Source: an optimization exercise on an open RTL-to-GDS flow (aim: small area). Production flows keep margins and buffers that such runs may drop.
In this exercise RTL edits were held to simulation tests only and were not proved equivalent to the original.
Power and IR drop assume default switching activity.

==> 11-25 <==
==> flow/design.v <==
module pongproject(clk, reset,
	ready_button,
	right, left,
	ovga_clk, ovga_r, ovga_g, ovga_b,
	ovga_hs, ovga_vs, ovga_sync_n, ovga_blank_n);
	input clk, reset;
	input ready_button;
	input right, left;
	output ovga_clk;
	output [7:0] ovga_r, ovga_g, ovga_b;
	output ovga_hs, ovga_vs;
	output ovga_sync_n;
	output ovga_blank_n;
	function [10:0] add11;       
		input [10:0] a, b;
		input ci;
		reg c;
		integer i;
		begin
			c = ci;
			for (i = 0; i < 11; i = i + 1) begin
				add11[i] = a[i] ^ b[i] ^ c;
				c = (a[i] & b[i]) | (a[i] & c) | (b[i] & c);
			end
		end
	endfunction
	function [9:0] ud9x;         
		input [9:0] x;
		input en;
		reg t;
		integer i;
		begin
			t = en;
			for (i = 0; i < 10; i = i + 1) begin
				ud9x[i] = x[i] ^ t;
				t = t & x[i];
			end
		end
	endfunction
	function [8:0] ud9;          
		input [8:0] x;
		input en, dn;
		reg t;
		integer i;
		begin
			t = en;
			for (i = 0; i < 9; i = i + 1) begin
				ud9[i] = x[i] ^ t;
				t = t & (x[i] ^ dn);
			end
		end
	endfunction
	function ge11;               
		input [10:0] a, b;
		reg c;
		integer i;
		begin
			c = 1'b1;
			for (i = 0; i < 11; i = i + 1)
				c = (a[i] & ~b[i]) | (a[i] & c) | (~b[i] & c);
			ge11 = c;
		end
	endfunction
	reg clk25;
	reg [9:0] px, py;
	wire ce = ~clk25;
	wire hend = px[9] & px[8] & (&px[4:0]);       
	wire vend = py[9] & py[3] & py[2];            
	always @(posedge clk or posedge reset)
		if (reset) clk25 <= 1'b0;
		else clk25 <= ~clk25;
	always @(posedge clk or posedge reset)
		if (reset) begin
			px <= 10'd799;
			py <= 10'd524;
		end else begin
			px <= (ce & hend) ? 10'd0 : ud9x(px, ce);
			py <= (ce & hend & vend) ? 10'd0 : ud9x(py, ce & hend);
		end
	wire hs = ~(ge11({1'b0, px}, 11'd659) & ~ge11({1'b0, px}, 11'd756));
	wire vs = ~((py == 10'd493) | (py == 10'd494));
	reg [2:0] pm5;              
	always @(posedge clk or posedge reset)
		if (reset) pm5 <= 3'd4;
		else if (ce & hend) pm5 <= (pm5 == 3'd4) ? 3'd0 : pm5 + 3'd1;
	wire tick = ce & (
		((pm5 == 3'd0) & (px == 10'd499)) |
		((pm5 == 3'd1) & ((px == 10'd199) | (px == 10'd699))) |
		((pm5 == 3'd2) & (px == 10'd399)) |
		((pm5 == 3'd3) & ((px == 10'd99) | (px == 10'd599))) |
		((pm5 == 3'd4) & ((px == 10'd299) | (px == 10'd799))));
	reg p, q1, q0;
	reg lsig, rsig;
	wire init = q0;             
	wire run  = p & ~q0;        
	wire dead;
	always @(posedge clk or posedge reset)
		if (reset) begin
			p <= 1'b0; q1 <= 1'b0; q0 <= 1'b0;
			lsig <= 1'b0; rsig <= 1'b0;
		end else begin
			p  <= q0 | (p & ~q1);
			q0 <= ~p & (q0 | (~q1 & ready_button));
			q1 <= p & (q1 | dead);
			lsig <= p & ~q1 & left;
			rsig <= p & ~q1 & ~left & right;
		end
	reg [8:0] bx, by;           
	reg vxd, vyd;
	reg [8:0] plh;              
	reg [9:0] ta;               
	wire [9:0] plx = {plh, 1'b0};
	wire ta_off = ~ge11({1'b0, ta}, 11'd30);
	wire move = tick & run;
	wire pick_pl = tick & vyd;
	wire [9:0] ysel = pick_pl ? plx : ta;
	wire [10:0] db = add11({2'b10, bx}, ~{1'b0, ysel}, 1'b1);
	wire hit_plx = ge11(db, 11'd1015) & ~ge11(db, 11'd1084);               
	wire hit_aix = ~ta_off & ge11(db, 11'd985) & ~ge11(db, 11'd1054);      
	wire far_l = ta_off | ~ge11(db, 11'd984);                              
	wire far_r = ge11(db, 11'd1055);                                       
	wire hit_pl = hit_plx & ge11({2'b0, by}, 11'd439) & ~ge11({2'b0, by}, 11'd460);
	wire hit_ai = hit_aix & ge11({2'b0, by}, 11'd22) & ~ge11({2'b0, by}, 11'd42);
	wire bot = ge11({2'b0, by}, 11'd469);
	wire top = ~ge11({2'b0, by}, 11'd2);
	assign dead = move & (vyd ? bot : top);
	wire ystop = vyd ? (bot | hit_pl) : (top | hit_ai);
	wire xstop = vxd ? ge11({2'b0, bx}, 11'd479) : ~ge11({2'b0, bx}, 11'd2);
	always @(posedge clk)
		if (init) begin
			bx <= 9'd315; by <= 9'd430; vxd <= 1'b1; vyd <= 1'b1;
		end else begin
			vyd <= vyd ^ (move & ystop);
			by <= ud9(by, move & ~ystop, ~vyd);
			vxd <= vxd ^ (move & xstop);
			bx <= ud9(bx, move & ~xstop, ~vxd);
		end
	wire pl_l = tick & lsig & (plh != 9'd0);
	wire pl_r = tick & rsig & (plh != 9'd290);
	wire [10:0] pl_step = pl_l ? 11'h7fb : pl_r ? 11'd5 : 11'd0;
	always @(posedge clk)
		if (init) plh <= 9'd145;
		else plh <= add11({2'b0, plh}, pl_step, 1'b0);
	always @(posedge clk)
		if (init) ta <= 10'd320;
		else if (run & ~tick) begin
			if (far_l) ta <= {1'b0, bx};
			else if (far_r) ta <= add11({2'b0, bx}, 11'd60, 1'b0);
			else if (~ge11({1'b0, ta}, 11'd51)) ta <= 10'd30;
		end
	wire pl_row = ge11({1'b0, py}, 11'd450) & ~ge11({1'b0, py}, 11'd460);
	wire ai_row = ge11({1'b0, py}, 11'd30) & ~ge11({1'b0, py}, 11'd41);
	wire [9:0] xrow = py[8] ? plx : ta;
	wire [10:0] dpx = add11({1'b1, px}, ~{1'b0, xrow}, 1'b1);
	wire in_pl = pl_row & ge11(dpx, 11'd1024) & ~ge11(dpx, 11'd1084) & ~(ce & (px == 10'd639));
	wire in_ai = ai_row & ~ta_off & ge11(dpx, 11'd994) & ~ge11(dpx, 11'd1055);
	wire [10:0] pbx = add11({1'b0, px}, ~{2'b0, bx}, 1'b1);
	wire [10:0] pby = add11({1'b0, py}, ~{2'b0, by}, 1'b1);
	wire in_bx = ~pbx[10] & (pbx[9:4] == 6'd0) & (pbx[3:0] < 4'd10) & ~pby[10] & (pby[9:4] == 6'd0) & (pby[3:0] < 4'd10);
	wire edge_row = (pby[3:0] == 4'd0) | (pby[3:0] == 4'd9);
	wire near_row = (pby[3:0] == 4'd1) | (pby[3:0] == 4'd2) | (pby[3:0] == 4'd7) | (pby[3:0] == 4'd8);
	wire shape = edge_row ? (pbx[3:0] >= 4'd3 && pbx[3:0] < 4'd7) :
	             near_row ? (pbx[3:0] >= 4'd1 && pbx[3:0] < 4'd9) : 1'b1;
	wire in_ball = in_bx & shape;
	reg [1:0] c;
	always @(posedge clk or posedge reset)
		if (reset) c <= 2'b00;
		else if (~p) c <= 2'b00;
		else if (in_pl) c <= 2'b01;
		else if (in_ai) c <= 2'b10;
		else if (in_ball) c <= 2'b11;
		else c <= 2'b00;
	wire b_on = c[1] | c[0];
	assign ovga_r = {{4{c[1]}}, {4{c[1] & c[0]}}};
	assign ovga_g = {{4{c[0]}}, {4{c[0] & ~c[1]}}};
	assign ovga_b = {8{b_on}};
	assign ovga_clk = ce;
	assign ovga_hs = hs;
	assign ovga_vs = vs;
	assign ovga_sync_n = 1'b0;
	assign ovga_blank_n = hs & vs;
endmodule
==> flow/flow/run.sh <==
#!/bin/bash
# Layout flow: the standard synthesis, then the combinational logic of
# that netlist is re-mapped for area with ABC (the flip-flops are kept as
# the standard synthesis made them: same instances, names and cells), then
# the standard layout from floorplan to finish, with small port buffers.
set -euo pipefail
WORK=$(pwd)
R=$WORK/orfs/results/$FLOW_PLATFORM/pongproject/base
LIB=$FLOW_HOME/platforms/$FLOW_PLATFORM/lib/sky130_fd_sc_hd__tt_025C_1v80.lib
YOSYS=${YOSYS_EXE:-$(command -v yosys || echo $FLOW_HOME/../tools/install/yosys/bin/yosys)}

bash standard.sh synth > $WORK/flow_synth.log 2>&1
cp $R/1_2_yosys.v $WORK/std_synth.v

sed -e "s#@LIB@#$LIB#g" -e "s#@IN@#$WORK/std_synth.v#g" -e "s#@OUT@#$WORK/reopt.v#g" \
    -e "s#@ABC@#$WORK/flow/area.abc#g" -e "s#@TOP@#$FLOW_TOP#g" \
    flow/reopt.ys > $WORK/reopt.ys
$YOSYS -s $WORK/reopt.ys > $WORK/flow_reopt.log 2>&1

cp $WORK/reopt.v $R/1_2_yosys.v
rm -f $R/1_synth.odb $R/1_synth.sdc
# Port buffers of the smallest size (every port still gets its own buffer),
# and no dummy clock loads from CTS.
export BUFFER_PORTS_ARGS="-buffer_cell sky130_fd_sc_hd__buf_1"
export CTS_ARGS="-sink_clustering_enable -repair_clock_nets -dont_use_dummy_load -root_buf sky130_fd_sc_hd__clkbuf_8 -buf_list sky130_fd_sc_hd__clkbuf_4 -sink_clustering_size 16 -sink_clustering_max_diameter 60"
bash standard.sh finish > $WORK/flow_finish.log 2>&1
==> flow/flow/area.abc <==
strash; &get -n; &deepsyn -T 120; &put; &get -n; &nf -R 1000 -a; &put; topo; dnsize
==> flow/flow/reopt.ys <==
# Cell functions from the library; flip-flops stay black boxes so that
# they pass through untouched.
read_liberty -ignore_miss_func @LIB@
blackbox sky130_fd_sc_hd__df* sky130_fd_sc_hd__dl* sky130_fd_sc_hd__sdf* sky130_fd_sc_hd__edf* sky130_fd_sc_hd__sedf*
read_verilog @IN@
hierarchy -top @TOP@
flatten
opt -purge
abc -liberty @LIB@ -dont_use *probe* -dont_use *lpflow* -dont_use sky130_fd_sc_hd__inv_1 -dont_use sky130_fd_sc_hd__clkinv_1 -script @ABC@
opt_clean -purge
setundef -zero
hilomap -singleton -hicell sky130_fd_sc_hd__conb_1 HI -locell sky130_fd_sc_hd__conb_1 LO
insbuf -buf sky130_fd_sc_hd__buf_4 A X
splitnets
opt_clean -purge
stat -liberty @LIB@
write_verilog -noattr -nohex -nodec @OUT@
==> flow/standard.sh <==
#!/bin/bash
# synth_recipe.tcl (not shown) runs the flow's synth.tcl, then flattens the netlist and writes it again
# the make line also repeats each setting of config.mk as NAME=value (left out here)
make -C /OpenROAD-flow-scripts/flow DESIGN_CONFIG=/design/flow/config.mk WORK_HOME=/design/flow/orfs CLKGATE_MAP_FILE= SYNTH_SCRIPT=/design/flow/synth_recipe.tcl "${@:-finish}"
==> flow/config.mk <==
export PLATFORM = sky130hd
export DESIGN_NAME = pongproject
export DESIGN_NICKNAME = pongproject
export VERILOG_FILES = /design/flow/design.v
export SDC_FILE = /design/flow/constraint.sdc
export NUM_CORES = 4
export LEC_CHECK = 0
export CAP_MARGIN = 20
export CORE_MARGIN = 2
export CORE_UTILIZATION = 70
export SLEW_MARGIN = 20
==> flow/constraint.sdc <==
create_clock -name core_clock -period 10.0 [get_ports {clk}]
set_input_delay 2.0000 -clock core_clock [delete_from_list [all_inputs] [get_ports {clk}]]
set_output_delay 2.0000 -clock core_clock [all_outputs]
set_load 0.01 [all_outputs]
==> 05-20 (differences from 11-25) <==
--- a/flow/flow/run.sh
+++ b/flow/flow/run.sh
@@ -22,5 +22,5 @@
 # Port buffers of the smallest size (every port still gets its own buffer),
 # and no dummy clock loads from CTS.
 export BUFFER_PORTS_ARGS="-buffer_cell sky130_fd_sc_hd__buf_1"
-export CTS_ARGS="-sink_clustering_enable -repair_clock_nets -dont_use_dummy_load -root_buf sky130_fd_sc_hd__clkbuf_8 -buf_list sky130_fd_sc_hd__clkbuf_4 -sink_clustering_size 16 -sink_clustering_max_diameter 60"
+export CTS_ARGS="-sink_clustering_enable -repair_clock_nets -dont_use_dummy_load"
 bash standard.sh finish > $WORK/flow_finish.log 2>&1
==> flow/flow/area.abc (replaced) <==
strash; &get -n; &deepsyn -T 60; &put; dch -f; map -a; topo; dnsize
--- a/flow/flow/reopt.ys
+++ b/flow/flow/reopt.ys
@@ -6,7 +6,7 @@
 hierarchy -top @TOP@
 flatten
 opt -purge
-abc -liberty @LIB@ -dont_use *probe* -dont_use *lpflow* -dont_use sky130_fd_sc_hd__inv_1 -dont_use sky130_fd_sc_hd__clkinv_1 -script @ABC@
+abc -liberty @LIB@ -dont_use *probe* -dont_use *lpflow* -script @ABC@
 opt_clean -purge
 setundef -zero
 hilomap -singleton -hicell sky130_fd_sc_hd__conb_1 HI -locell sky130_fd_sc_hd__conb_1 LO
==> comparison table <==
Insertion delay to the later sink of the worst-skew pair: 11-25 0.35 ns; 05-20 0.36 ns
Global routing met3 resource utilization: 11-25 6.19%; 05-20 6.74%
Detailed-route wire length: 11-25 13.3 mm; 05-20 14.5 mm
Routed wire per std cell: 11-25 17.3 µm; 05-20 15.5 µm
Internal power: 11-25 0.000534 W; 05-20 0.000364 W
Length of routed met2 wiring: 11-25 6.00 mm; 05-20 6.33 mm
Placed wire-length estimate after detailed placement: 11-25 9.68 mm; 05-20 11.3 mm
Switching share of power: 11-25 40.7%; 05-20 22.3%
Vertical extent of the die: 11-25 89.0 µm; 05-20 89.5 µm
Sum of buffers and inverters on the critical path: 11-25 1; 05-20 8
Final setup slack of the worst path: 11-25 3.65 ns; 05-20 3.15 ns
Total placed instance area: 11-25 5150 µm²; 05-20 5230 µm²
Syn Inst Count: 11-25 655; 05-20 817
DIE AREA: 11-25 7920 µm²; 05-20 8010 µm²
Max Clock Freq: 11-25 158 MHz; 05-20 146 MHz
Post-route non-filler standard cell count: 11-25 772; 05-20 936
Area overhead of the layout relative to synthesis: 11-25 4.55%; 05-20 4.50%
Result of the run: 11-25 finished clean; 05-20 finished clean
Hold_ws: 11-25 0.467 ns; 05-20 0.471 ns
Row cnt: 11-25 30; 05-20 31
Setup slack of the most critical reg-to-reg path: 11-25 3.65 ns; 05-20 3.15 ns
Starting density of the core: 11-25 73.2%; 05-20 71.4%
Final weighted congestion of routability-driven global placement: 11-25 1.02; 05-20 1.10
Number of violations reported at the end of detailed-routing iteration 0: 11-25 508; 05-20 574
Met1 Wirelength: 11-25 5.51 mm; 05-20 6.19 mm
Synthesized cell area: 11-25 5050 µm²; 05-20 5120 µm²

re-timing with driven ports:
In the flow no input, the clock included, has a driving cell. The finished layouts below were timed again as built, in two steps. Step 1: set_driving_cell puts a clkbuf_16 on clk and a buf_2 on each other input, an assumption about the parent block. Step 2, shift: input delay + t, output delay - t, t = (earliest + latest rising clock arrival at the registers) / 2. This alone moves slack from input paths to output paths. Three values: ideal ports, drivers, drivers and shift; two values: the first two.
run	shift t [ns]	slack for setup (ns)	worst register clock-pin slew, ns
11-25	0.376	3.654 / 3.654 / 3.654	0.08 / 0.08
05-20	0.375	3.153 / 3.153 / 3.153	0.09 / 0.09
After both steps every run listed still meets setup and hold.
